What follows belongs to an exercise in optimizing a design on an open flow for a short achievable clock period and few clock cycles; a production flow would make more cautious choices.
Function was checked by simulation only, so behaviour that the tests miss may differ from the original.
Power figures rest on the tool's default switching activity, not on a simulated workload.

==> design/flow/design.v <==
module Reptile (
    input  [15:0] data_in,
    output [15:0] data_out,
    input         clk,
    input         rst,
    output        memwt,
    output [11:0] address,
    output [15:0] reg0
);
    localparam IW = 6;               
    localparam N  = 1 << IW;         
    localparam TW = 12 - IW;         
    localparam [11:0] PFWIN = N - 8;  
    localparam EW = 16 + 6 + 12;     
    localparam NFB = 6;              
    localparam NKB = 9;              
    reg [11:0] pc;                   
    reg [11:0] pp [1:8];             
    reg [11:0] pfn [0:8];            
    reg [11:0] pkn [0:8];            
    reg [2:0]  hv;                   
    reg [3:0]  adv;                  
    reg [EW-1:0] fb [0:NFB-1];       
    reg [NKB-1:0] kb;                
    reg        jq;                   
    reg        s_pf;                 
    reg [11:0] pf;                   
    reg        jzp;                  
    reg [11:0] jt;                   
    reg [11:0] addr_o;               
    reg [11:0] addr_n;               
    wire [11:0] addr_q = ~addr_n;
    reg [15:0] dout_q;               
    reg        e_alu, e_ld, e_st, e_ldim;
    reg        e_stn;                
    reg [2:0]  e_f, e_x, e_d;        
    reg [15:0] opx, opy;             
    reg        fwdx, fwdy;           
    reg [15:0] lastw;                
    reg        e_dec;                
    reg        opy1, lastw1;         
    reg        zeroflag;
    reg [15:0] regbank [7:0];
    reg            c_val [0:N-1];
    reg [TW-1:0]   c_tag [0:N-1];
    reg [15:0]     c_dat [0:N-1];
    reg [11:0]     c_tgt [0:N-1];    
    reg [5:0]      c_cls [0:N-1];    
    reg        tq_v;
    reg [IW-1:0] tq_i;
    reg [11:0] tq_a, tq_off;
    wire [11:0] tq_tgt = tq_a + 12'd1 + tq_off;
    reg        su_v, su_m;
    reg [11:0] su_a, su2_a;
    wire [15:0] rx = fwdx ? lastw : opx;
    wire [15:0] ry = fwdy ? lastw : opy;
    reg [15:0] result;
    always @* begin
        case (e_f)
            3'h0: result = rx + ry;
            3'h1: result = rx - ry;
            3'h2: result = rx & ry;
            3'h3: result = rx | ry;
            3'h4: result = rx ^ ry;
            3'h7: case (e_x)
                      3'h0: result = {15'b0, ~|ry};
                      3'h1: result = ry;
                      3'h2: result = ry + 16'd1;
                      3'h3: result = ry - 16'd1;
                      default: result = 16'h0000;
                  endcase
            default: result = 16'h0000;
        endcase
    end
    wire ry_zero = ~|ry;
    wire z_add = &(~(rx ^ ry ^ {rx[14:0] | ry[14:0], 1'b0}));
    wire z_eq  = (rx == ry);
    wire z_and = ~|(rx & ry);
    wire z_or  = ~|rx & ry_zero;
    reg  z_alu;
    always @* begin
        case (e_f)
            3'h0: z_alu = z_add;
            3'h1: z_alu = z_eq;
            3'h2: z_alu = z_and;
            3'h3: z_alu = z_or;
            3'h4: z_alu = z_eq;
            3'h7: case (e_x)
                      3'h0: z_alu = ~ry_zero;
                      3'h1: z_alu = ry_zero;
                      3'h2: z_alu = &ry;
                      3'h3: z_alu = (ry == 16'd1);
                      default: z_alu = 1'b1;
                  endcase
            default: z_alu = 1'b1;
        endcase
    end
    wire        e_wr   = e_alu | e_ldim | e_ld;
    wire [15:0] wdata  = e_alu ? result : data_in;
    wire        port_e = e_ld | ~e_stn | e_ldim;
    assign address  = addr_o;
    assign memwt    = e_st;
    assign data_out = dout_q;
    assign reg0     = regbank[0];
    wire [11:0] pf_d   = pf - pc;
    wire        pf_ok  = pf_d < PFWIN;
    wire        pf_ahead = pf_d != 12'd0 && pf_d <= PFWIN;
    wire        demand = ~port_e & ~hv[0];
    wire        pfetch = s_pf & pf_ok;
    wire        fill   = (~port_e & ~s_pf) | pfetch | e_ldim;
    wire [11:0] fa     = addr_q;
    wire [IW-1:0] fi   = fa[IW-1:0];
    wire [3:0]  dop   = data_in[15:12];
    wire [5:0]  dcls  = {dop == 4'h5, dop == 4'h4, dop == 4'h1,
                         dop == 4'h2, dop == 4'h3, dop == 4'h7};
    wire [11:0] dtgt  = fa + 12'd1 + data_in[11:0];
    function known;
        input [11:0] a;
        reg [IW-1:0] ix;
        begin
            ix = a[IW-1:0];
            known = (fill && fa == a) ||
                    (c_val[ix] && c_tag[ix] == a[11:IW] && !(fill && fi == ix));
        end
    endfunction
    function adj;
        input [11:0] a;
        input        kn;
        begin
            adj = (fill && fa == a) || (kn && !(fill && fi == a[IW-1:0]));
        end
    endfunction
    function [EW-1:0] entry;
        input [11:0] a;
        reg [IW-1:0] ix;
        begin
            ix = a[IW-1:0];
            if (fill && fa == a)
                entry = {data_in, dcls, dtgt};
            else
                entry = {c_dat[ix], c_cls[ix], (tq_v && tq_i == ix) ? tq_tgt : c_tgt[ix]};
        end
    endfunction
    reg [EW-1:0] fe0, fe1, fe2;
    reg [5:0]    kbs;
    always @* begin
        case (1'b1)
            adv[1]:  begin fe0 = fb[1]; fe1 = fb[2]; fe2 = fb[3]; kbs = kb[6:1]; end
            adv[2]:  begin fe0 = fb[2]; fe1 = fb[3]; fe2 = fb[4]; kbs = kb[7:2]; end
            adv[3]:  begin fe0 = fb[3]; fe1 = fb[4]; fe2 = fb[5]; kbs = kb[8:3]; end
            default: begin fe0 = fb[0]; fe1 = fb[1]; fe2 = fb[2]; kbs = kb[5:0]; end
        endcase
    end
    wire [15:0] w1 = fe1[33:18], w2 = fe2[33:18];
    wire [5:0]  c1 = fe1[17:12], c2 = fe2[17:12];
    wire [11:0] pc1 = pp[1];
    wire [11:0] pc2 = pp[2];
    wire [11:0] pc3 = pp[3];
    wire        mispred = jzp & zeroflag;
    wire [5:0]  c0   = hv[0] ? fe0[17:12] : dcls;
    wire [15:0] w0   = hv[0] ? fe0[33:18] : data_in;
    wire [11:0] t0   = hv[0] ? fe0[11:0]  : pc1 + data_in[11:0];
    wire        i0_ldi = c0[3];
    wire        fldi = hv[0] & fe0[15] & hv[1];         
    wire        ldim = i0_ldi & ~fldi;                  
    wire [2:0]  d0   = fe0[20:18];                      
    wire [15:0] imm0 = w1;
    wire        pair = fldi & hv[2] & ~c2[3];
    wire [5:0]  cw = pair ? c2 : fldi ? 6'd0 : c0;
    wire [15:0] ww = pair ? w2 : w0;
    wire [11:0] tw = pair ? fe2[11:0] : t0;
    wire        w_jz  = cw[4];
    wire        z_dec = fwdy ? lastw1 : opy1;
    wire        z_now = e_alu ? z_dec : zeroflag;
    wire        w_br  = cw[5] | (w_jz & z_now & (~e_alu | e_dec));
    wire        w_pred = w_jz & e_alu & ~e_dec;
    wire        w_mem = cw[2] | cw[1];
    function [15:0] opnd;
        input [2:0] r;
        begin
            if (pair && d0 == r)
                opnd = imm0;
            else if (e_wr && e_d == r)
                opnd = wdata;
            else
                opnd = regbank[r];
        end
    endfunction
    wire [2:0] wx = ww[8:6], wy = ww[5:3];
    wire       px = pair & (d0 == wx), py = pair & (d0 == wy);
    wire        f_go  = (hv[0] | ~port_e) & ~mispred;
    wire        f_fall = ~w_br & ~i0_ldi;
    wire        fold_j = hv[1] & f_fall & c1[5];
    wire        fold_n = hv[1] & f_fall & (c1 == 6'd0);
    reg [11:0] n_pc;
    reg [1:0]  n_a;        
    reg        n_jmp;
    always @* begin
        n_jmp = 1'b0;
        n_a = 2'd0;
        if (mispred) begin
            n_pc = jt; n_jmp = 1'b1;
        end else if (!f_go) begin
            n_pc = pc;
        end else if (w_br) begin
            n_pc = tw; n_jmp = 1'b1;
        end else if (fold_j) begin
            n_pc = fe1[11:0]; n_jmp = 1'b1;
        end else if (pair) begin
            n_pc = pc3; n_a = 2'd3;
        end else if (i0_ldi | fold_n) begin
            n_pc = pc2; n_a = 2'd2;
        end else begin
            n_pc = pc1; n_a = 2'd1;
        end
    end
    reg [11:0] n_pp [1:8];
    integer m;
    always @* begin
        for (m = 1; m <= 8; m = m + 1) begin
            if (mispred)      n_pp[m] = jt + m;
            else if (!f_go)   n_pp[m] = pp[m];
            else if (w_br)    n_pp[m] = tw + m;
            else if (fold_j)  n_pp[m] = fe1[11:0] + m;
            else if (n_a == 2'd3) n_pp[m] = (m + 3 <= 8) ? pp[(m + 3 <= 8) ? m + 3 : 8] : pp[8] + (m - 5);
            else if (n_a == 2'd2) n_pp[m] = (m + 2 <= 8) ? pp[(m + 2 <= 8) ? m + 2 : 8] : pp[8] + (m - 6);
            else              n_pp[m] = (m + 1 <= 8) ? pp[(m + 1 <= 8) ? m + 1 : 8] : pp[8] + 12'd1;
        end
    end
    wire [11:0] pc4 = pp[4];
    wire [11:0] pc5 = pp[5];
    wire [5:1] kf = {adj(pc5, kbs[5]), adj(pc4, kbs[4]), adj(pc3, kbs[3]),
                     adj(pc2, kbs[2]), adj(pc1, kbs[1])};
    wire [5:1] kd = {known(~pkn[5]), known(~pkn[4]), known(~pkn[3]), known(~pkn[2]), known(~pkn[1])};
    wire [5:1] ks = jq ? kd : kf;
    reg [2:0] n_hv, n_hvf;
    always @* begin
        if (n_jmp) begin
            n_hv = 3'b000; n_hvf = 3'b000;
        end else case (n_a)
            2'd0: begin n_hv = {ks[2], ks[1], hv[0]}; n_hvf = {kf[2], kf[1], hv[0] & ~jq}; end
            2'd1: begin n_hv = ks[3:1]; n_hvf = kf[3:1]; end
            2'd2: begin n_hv = ks[4:2]; n_hvf = kf[4:2]; end
            default: begin n_hv = ks[5:3]; n_hvf = kf[5:3]; end
        endcase
        if (jq) n_hvf = 3'b000;
    end
    wire        n_ldim = f_go & ldim;
    wire        n_mem  = f_go & w_mem;
    wire [15:0] ra_v   = opnd(wy);
    wire [15:0] rs_v   = opnd(wx);
    wire [11:0] n_pf   = (demand && !pf_ahead) ? pc1 : pfetch ? pf + 12'd1 : pf;
    wire        n_spf  = ~n_mem & ~n_ldim & n_hvf[0];
    wire [11:0] n_addr = n_mem ? ra_v[11:0] : n_ldim ? pc1 : n_hvf[0] ? n_pf : n_pc;
    always @(posedge clk) begin
        if (e_wr) begin
            lastw  <= wdata;
            lastw1 <= (wdata == 16'd1);
        end
        if (fldi && !mispred) begin
            regbank[d0] <= imm0;
            if (e_wr && e_d != d0) regbank[e_d] <= wdata;
        end else if (e_wr) begin
            regbank[e_d] <= wdata;
        end
    end
    integer k;
    always @(posedge clk) begin
        if (rst) begin
            for (k = 0; k < N; k = k + 1) c_val[k] <= 1'b0;
        end else if (fill) begin
            c_val[fi] <= 1'b1;
        end else if (su_m) begin
            c_val[su2_a[IW-1:0]] <= 1'b0;
        end
    end
    always @(posedge clk) begin
        if (fill) begin
            c_tag[fi] <= fa[11:IW];
            c_dat[fi] <= data_in;
            c_cls[fi] <= dcls;
        end
        if (tq_v)
            c_tgt[tq_i] <= tq_tgt;
        tq_v   <= fill;
        tq_i   <= fi;
        tq_a   <= fa;
        tq_off <= data_in[11:0];
    end
    always @(posedge clk) begin
        su_v  <= ~e_stn & ~rst;
        su_a  <= addr_q;
        su_m  <= su_v & ~rst & c_val[su_a[IW-1:0]] & (c_tag[su_a[IW-1:0]] == su_a[11:IW]);
        su2_a <= su_a;
    end
    integer j;
    always @(posedge clk) begin
        for (j = 0; j < NFB; j = j + 1)
            fb[j] <= entry(~pfn[j]);
        adv <= n_jmp ? 4'b0001 : 4'b0001 << n_a;
        for (j = 0; j < NKB; j = j + 1) kb[j] <= known(~pkn[j]);
        for (j = 1; j <= 8; j = j + 1) pp[j] <= rst ? j : n_pp[j];
        for (j = 0; j <= 8; j = j + 1) begin
            pfn[j] <= ~(rst ? j : j == 0 ? n_pc : n_pp[j == 0 ? 1 : j]);
            pkn[j] <= ~(rst ? j : j == 0 ? n_pc : n_pp[j == 0 ? 1 : j]);
        end
        begin
            e_f   <= ww[11:9];
            e_x   <= ww[8:6];
            e_d   <= ww[2:0];
            opx   <= px ? imm0 : regbank[wx];
            opy   <= py ? imm0 : regbank[wy];
            opy1  <= (py ? imm0 : regbank[wy]) == 16'd1;
            fwdx  <= e_wr & (e_d == wx) & ~px;
            fwdy  <= e_wr & (e_d == wy) & ~py;
            dout_q <= rs_v;
            jt <= tw;
        end
    end
    always @(posedge clk) begin
        if (rst) begin
            pc <= 12'd0;
            pf <= 12'd0;
            addr_o <= 12'd0;
            addr_n <= 12'hFFF;
            e_stn <= 1'b1;
            hv <= 3'b000;
            jq <= 1'b1;
            s_pf <= 1'b0;
            jzp <= 1'b0;
            zeroflag <= 1'b0;
            e_alu <= 1'b0; e_ld <= 1'b0; e_st <= 1'b0; e_ldim <= 1'b0;
            e_dec <= 1'b0;
        end else begin
            if (e_alu) zeroflag <= z_alu;
            pf <= n_pf;
            addr_o <= n_addr;
            addr_n <= ~n_addr;
            e_stn  <= ~(f_go & cw[1]);
            pc <= n_pc;
            hv <= n_hv;
            jq <= n_jmp;
            s_pf <= n_spf;
            jzp    <= f_go & w_pred;
            e_alu  <= f_go & cw[0];
            e_dec  <= f_go & cw[0] & (ww[11:6] == 6'o73);
            e_st   <= f_go & cw[1];
            e_ld   <= f_go & cw[2];
            e_ldim <= n_ldim;
        end
    end
endmodule
==> design/flow/run.sh <==
#!/bin/bash
# synth_recipe.tcl (not shown) runs the flow's synth.tcl, then flattens the netlist and writes it again
# the make line also repeats each setting of config.mk as NAME=value (left out here)
make -C /OpenROAD-flow-scripts/flow DESIGN_CONFIG=/design/flow/config.mk WORK_HOME=/design/flow/orfs CLKGATE_MAP_FILE= SYNTH_SCRIPT=/design/flow/synth_recipe.tcl finish
==> design/flow/config.mk <==
export PLATFORM = sky130hd
export DESIGN_NAME = Reptile
export DESIGN_NICKNAME = Reptile
export VERILOG_FILES = /design/flow/design.v
export SDC_FILE = /design/flow/constraint.sdc
export NUM_CORES = 4
export LEC_CHECK = 0
export ABC_CLOCK_PERIOD_IN_PS = 3000
export CAP_MARGIN = 20
export CORE_MARGIN = 2
export CORE_UTILIZATION = 40
export SETUP_SLACK_MARGIN = 3.5
export SLEW_MARGIN = 20
export TNS_END_PERCENT = 5
==> design/flow/constraint.sdc <==
create_clock -name core_clock -period 7.0 [get_ports {clk}]
set_input_delay 1.4000 -clock core_clock [delete_from_list [all_inputs] [get_ports {clk}]]
set_output_delay 1.4000 -clock core_clock [all_outputs]
set_load 0.01 [all_outputs]
==> impl.org <==
** Synthesis
- Share of async-settable or async-resettable flops after synthesis :: 0%
- The biggest area contributor in the post-synthesis netlist is sky130_fd_sc_hd__mux4_2.
- Each instance of the synthesized netlist takes up on average 15.7 sq um.
- Summed instance area of the synthesized netlist :: 0.257 sq mm
- Counting every instance in the synthesized netlist gives 16.4k.
- Leading register cell type out of synthesis :: sky130_fd_sc_hd__edfxtp_1
- Proportion of synthesized chip area in sequential cells :: 36.8%
- Syn Nets :: 16.5k
- During synthesis, Yosys emitted a total of 6 warnings.
- Biggest area contributors in the synthesized netlist :: sky130_fd_sc_hd__mux4_2 (44%), sky130_fd_sc_hd__edfxtp_1 (32%), sky130_fd_sc_hd__dfxtp_1 (4.5%)
- In this run, synthesis inferred 2769 flip-flops with an integrated enable.
- Synthesis-stage register bit count :: 3346
- Top-area cell type share of the netlist area :: 44.1%
- Count of cell types in the netlist :: 112

** Cells and area
- In the final layout, the share of cells above drive strength 1 is 49.6%.
- Once layout is complete, the cells apart from fillers number 25.7k.
- Number of filler instances in the final layout :: 54.4k
- In the final layout, the multi-input gates occupy 0.160 sq mm.
- Measured on the finished design, the core utilization comes to 46.9%.
- Non-Filler Cell Area, Final :: 0.300 sq mm
- Registers take 0.0950 sq mm.
- Layout overhead on the synthesized area :: 16.7%
- Final Net Count :: 16.8k

** STA
- Share of the cycle needed by the critical path after routing :: 62.1%
- For the pin with the worst max-slew slack, the measured transition is 1.37 ns.
- Setup slack closes at 2.65 ns.
- For the final routed database, the setup TNS stands at 0 ns.
- The number of endpoints with negative hold slack in the final report is 0.
- Setup repair after global routing could not meet its margin everywhere.
- Hold timing on the final database bottoms out at a slack of 0.457 ns.
- The worst path in the final design needs a cycle of 4.35 ns, including I/O delays and setup.
- Timing would allow up to 230 MHz.
- Setup violations remaining at the end of the flow were counted as 0.
- Number of slew-limit violations in the final report :: 0
- Headroom to the max-slew limit :: 8.70%
- Largest clock skew in the final design :: 0.0681 ns

** Drt
- Post-route ant nets :: 0
- Wires add up to 1320000 microns.
- Via Count :: 210k
- The detailed router finished its first iteration with 41.9k violations.
- After detailed routing, the number of remaining DRC violations is 0.
- The first detailed-routing pass took 15 iterations.
- Per-cell via count in the routed design :: 8.16
- After detailed routing, the average wire length per cell comes to 51.3 microns.

** Power and ir drop
- Lkg Pwr :: 97.4 nW
- Peak supply drop :: 382 uV
- Power spread over the standard cell area amounts to 513 mW/mm^2.
- Overall power consumption after layout is estimated at 154 mW.

** Global routing
- First-pass GRT wire length :: 1720000 microns
- Initial antenna violation count :: 101
- Largest net degree at the start of global routing :: 115
- Number of global-route vias before repair :: 190k
- Global routing consumed, over all layers together, 38.7% of the routing resources.
- After global routing the overflow that remains totals 0.

** Critical path
- Broken down by cell family, the worst path's largest delay share belongs to compound AO/OA/AOI/OAI gates.
- In this run the worst path has a maximum fanout of 9.
- At the worst endpoint, the arrival time is 5.38 ns.
- Cell at the slowest stage of the critical path :: sky130_fd_sc_hd__mux4_2
- In this design, the stage delay of the slowest critical-path cell is 0.52 ns.
- Critical Path End Type :: flip-flop
- Series of cell instances along the critical path :: buf_12 > buf_4 > mux4_2 > mux4_2 > a22oi_1 > o21ai_1 > xnor2_1 > or2_2 > o41ai_2 > a21o_1 > a22oi_1 > a31oi_1
- STA classifies the critical path startpoint as a flip-flop.
- The number of buffers and inverters on the critical path is 2.
- STA puts the critical path data required time at 8.02 ns.
- The setup path with the least slack is of type reg -> reg.

** Clock tree
- Clock tree synthesis found a total of 3346 sinks.
- Clock tree synthesis selected as its root buffer the cell sky130_fd_sc_hd__clkbuf_16.
- At the later pin of the worst-skew pair, clock insertion delay measures 1.13 ns.
- TritonCTS built the clock tree.
- TritonCTS created 388 clock buffers.
- H-tree depth :: 5
- Clock transition at the register clock pins on the worst setup and hold paths after CTS :: 0.07 ns
- The longest clock path from root to sink contains 4 buffers.

** Floorplanning
- Die footprint :: 0.650 sq mm
- For this configuration, the core starts out at a cell density of 40.2%.
- Core Area :: 0.641 sq mm
- Cell Rows :: 294
- Width of the die :: 806 microns
- Pin placement for this block handled 63 I/O pins.
- Measured along the y axis, the die boundary spans 806 microns.

** Job
- Max-capacitance violation count :: 0

** Placed design
- In this run the cell area measured after placement is 0.271 sq mm.
- Count of input and output buffers :: 62
- The congestion estimate from routability-driven global placement came to 1.06.
- At the placement stage, the worst setup path has a slack of 0.843 ns.
- Cell count after placement :: 24.0k
- Sum of net half-perimeters after detailed placement :: 794000 microns

** Outcome
- Run status :: complete, no violations

** Hold path
- Worst min-delay path class :: reg -> reg
==> Yosys cell counts, types with 50 or more instances <==
cell	count
sky130_fd_sc_hd__mux4_2	5046
sky130_fd_sc_hd__edfxtp_1	2769
sky130_fd_sc_hd__clkbuf_1	945
sky130_fd_sc_hd__nor2_1	777
sky130_fd_sc_hd__nand2_1	685
sky130_fd_sc_hd__mux2i_1	590
sky130_fd_sc_hd__dfxtp_1	577
sky130_fd_sc_hd__buf_1	488
sky130_fd_sc_hd__o21ai_0	421
sky130_fd_sc_hd__xnor2_1	392
sky130_fd_sc_hd__a21oi_1	370
sky130_fd_sc_hd__xor2_1	280
sky130_fd_sc_hd__buf_2	274
sky130_fd_sc_hd__a22oi_1	246
sky130_fd_sc_hd__mux2_2	229
sky130_fd_sc_hd__inv_1	191
sky130_fd_sc_hd__a211oi_1	142
sky130_fd_sc_hd__nand3_1	141
sky130_fd_sc_hd__ha_1	130
sky130_fd_sc_hd__nor3_1	118
sky130_fd_sc_hd__o211ai_1	115
sky130_fd_sc_hd__nor4_1	90
sky130_fd_sc_hd__a31oi_1	82
sky130_fd_sc_hd__nor2b_1	81
sky130_fd_sc_hd__a221oi_1	77
sky130_fd_sc_hd__nand4_1	77
sky130_fd_sc_hd__a21o_1	68
sky130_fd_sc_hd__a22o_1	63
sky130_fd_sc_hd__o21bai_1	50
==> where the power goes <==
part           internal (mW)  leakage, nW  switching [mW]
Clock                   12.5         6.54            9.71
Combinational           44.1         60.8            58.0
Sequential              25.3         30.1            4.68
Total                   81.9         97.4            72.4
==> state kept, by name, summed over array words and instances, names as in the netlist, 48 cells and up <==
signal and count:
fb 196, pp 96, pfn 60, c_dat 1024
pkn 48, regbank 128, c_tag 384, c_tgt 768
c_val 64, c_cls 384
==> cell families (layout without fill, tap and decap cells) <==
logic type / after synthesis / after routing / synth area share (%)
AOI/OAI and AO/OA: 2095 / 2096 / 5.65
xor gates and xnor gates: 672 / 672 / 2.29
adders and majority gates: 136 / 136 / 0.678
buffers and inverters: 1964 / 2560 / 3.07
DFF: 3346 / 3346 / 36.8
muxes: 5872 / 5872 / 47.5
other: 0 / 150 / 0
and+or+nand+nor: 2272 / 2283 / 4.06
==> per-layer routing <==
layer	wire, microns	global-route usage (%)	part of all wire, %
met1	422000	46.9	32
met2	519000	51.0	39
met3	251000	22.8	19
met4	120000	26.1	9.1
met5	4800	3.24	0.36
==> layout make-up <==
class,instances,area share (%)
inverters,211,0.309
clock inverters,237,0.929
well taps,8584,3.57
diodes,150,0.125
flip-flops and latches,3346,31.6
repair buffers,1621,6.76
clock buffers,491,3.54
multi-input cells,11100,53.2
==> worst paths after layout <==
path | start | endpoint | slack, ns | cells past startpoint
min reg2reg | e_dec$_SDFF_PP0_ | jzp$_SDFF_PP0_ | 0.46 | 1
max | pfn[4][0]$_DFF_P_ | hv[2]$_SDFF_PP0_ | 2.65 | 12
min | e_dec$_SDFF_PP0_ | jzp$_SDFF_PP0_ | 0.46 | 1
max reg2reg | pfn[4][0]$_DFF_P_ | hv[2]$_SDFF_PP0_ | 2.65 | 12
==> cell usage in the layout (no fill, tap or decap), types with 70 or more instances in the layout <==
cell	instances
sky130_fd_sc_hd__mux4_2	5046
sky130_fd_sc_hd__edfxtp_1	2769
sky130_fd_sc_hd__buf_4	911
sky130_fd_sc_hd__nand2_1	642
sky130_fd_sc_hd__nor2_1	593
sky130_fd_sc_hd__mux2i_1	548
sky130_fd_sc_hd__dfxtp_1	495
sky130_fd_sc_hd__clkbuf_16	452
sky130_fd_sc_hd__xnor2_1	369
sky130_fd_sc_hd__o21ai_0	349
sky130_fd_sc_hd__a21oi_1	307
sky130_fd_sc_hd__xor2_1	274
sky130_fd_sc_hd__buf_12	270
sky130_fd_sc_hd__a22oi_1	240
sky130_fd_sc_hd__mux2_2	215
sky130_fd_sc_hd__inv_1	156
sky130_fd_sc_hd__buf_6	155
sky130_fd_sc_hd__diode_2	150
sky130_fd_sc_hd__nand3_1	127
sky130_fd_sc_hd__a211oi_1	124
sky130_fd_sc_hd__nor2_4	121
sky130_fd_sc_hd__o211ai_1	115
sky130_fd_sc_hd__buf_16	107
sky130_fd_sc_hd__nor3_1	97
sky130_fd_sc_hd__ha_1	92
sky130_fd_sc_hd__a31oi_1	79
sky130_fd_sc_hd__nand4_1	77
sky130_fd_sc_hd__a221oi_1	70
==> timing repair <==
| item | CTS | global route |
|---|---|---|
| cloned | 57 | 64 |
| setup buffers | 424 | 233 |
| gates resized for setup | 745 | 635 |
| pin swaps | 166 | 130 |
| endpoints found under the setup margin | 3580 | 3391 |
| hold buffers | 0 | 0 |
Testbench counts, summed over its fixed seeds: cycles 120,785.

afterwards: timing with drivers on the ports:
The results above use ideal ports. As a check the final layout listed here was re-extracted and re-timed, cells and wires unchanged.
Step 1 assumes that a clkbuf_16 drives the clock port and a buf_2 every other input.
Step 2 moves the port delays by t, midway between the first and last clock arrival at a register: inputs arrive t later, outputs are due t later. That takes back most of the time a late clock gives input paths.
a / b / c = ideal ports / drivers / drivers and shift; a / b = the first two.
t (ns): 1.228
setup WS [ns]: 2.650 / 2.650 / 1.669
latest minus earliest clock arrival (ns): 0.099 / 0.099
worst data-port slew with drivers (ns): 0.24
After both steps setup and hold are still met in this run. The setup slack of this run moves by 0.000 ns with the drivers and by -0.981 ns with both steps.
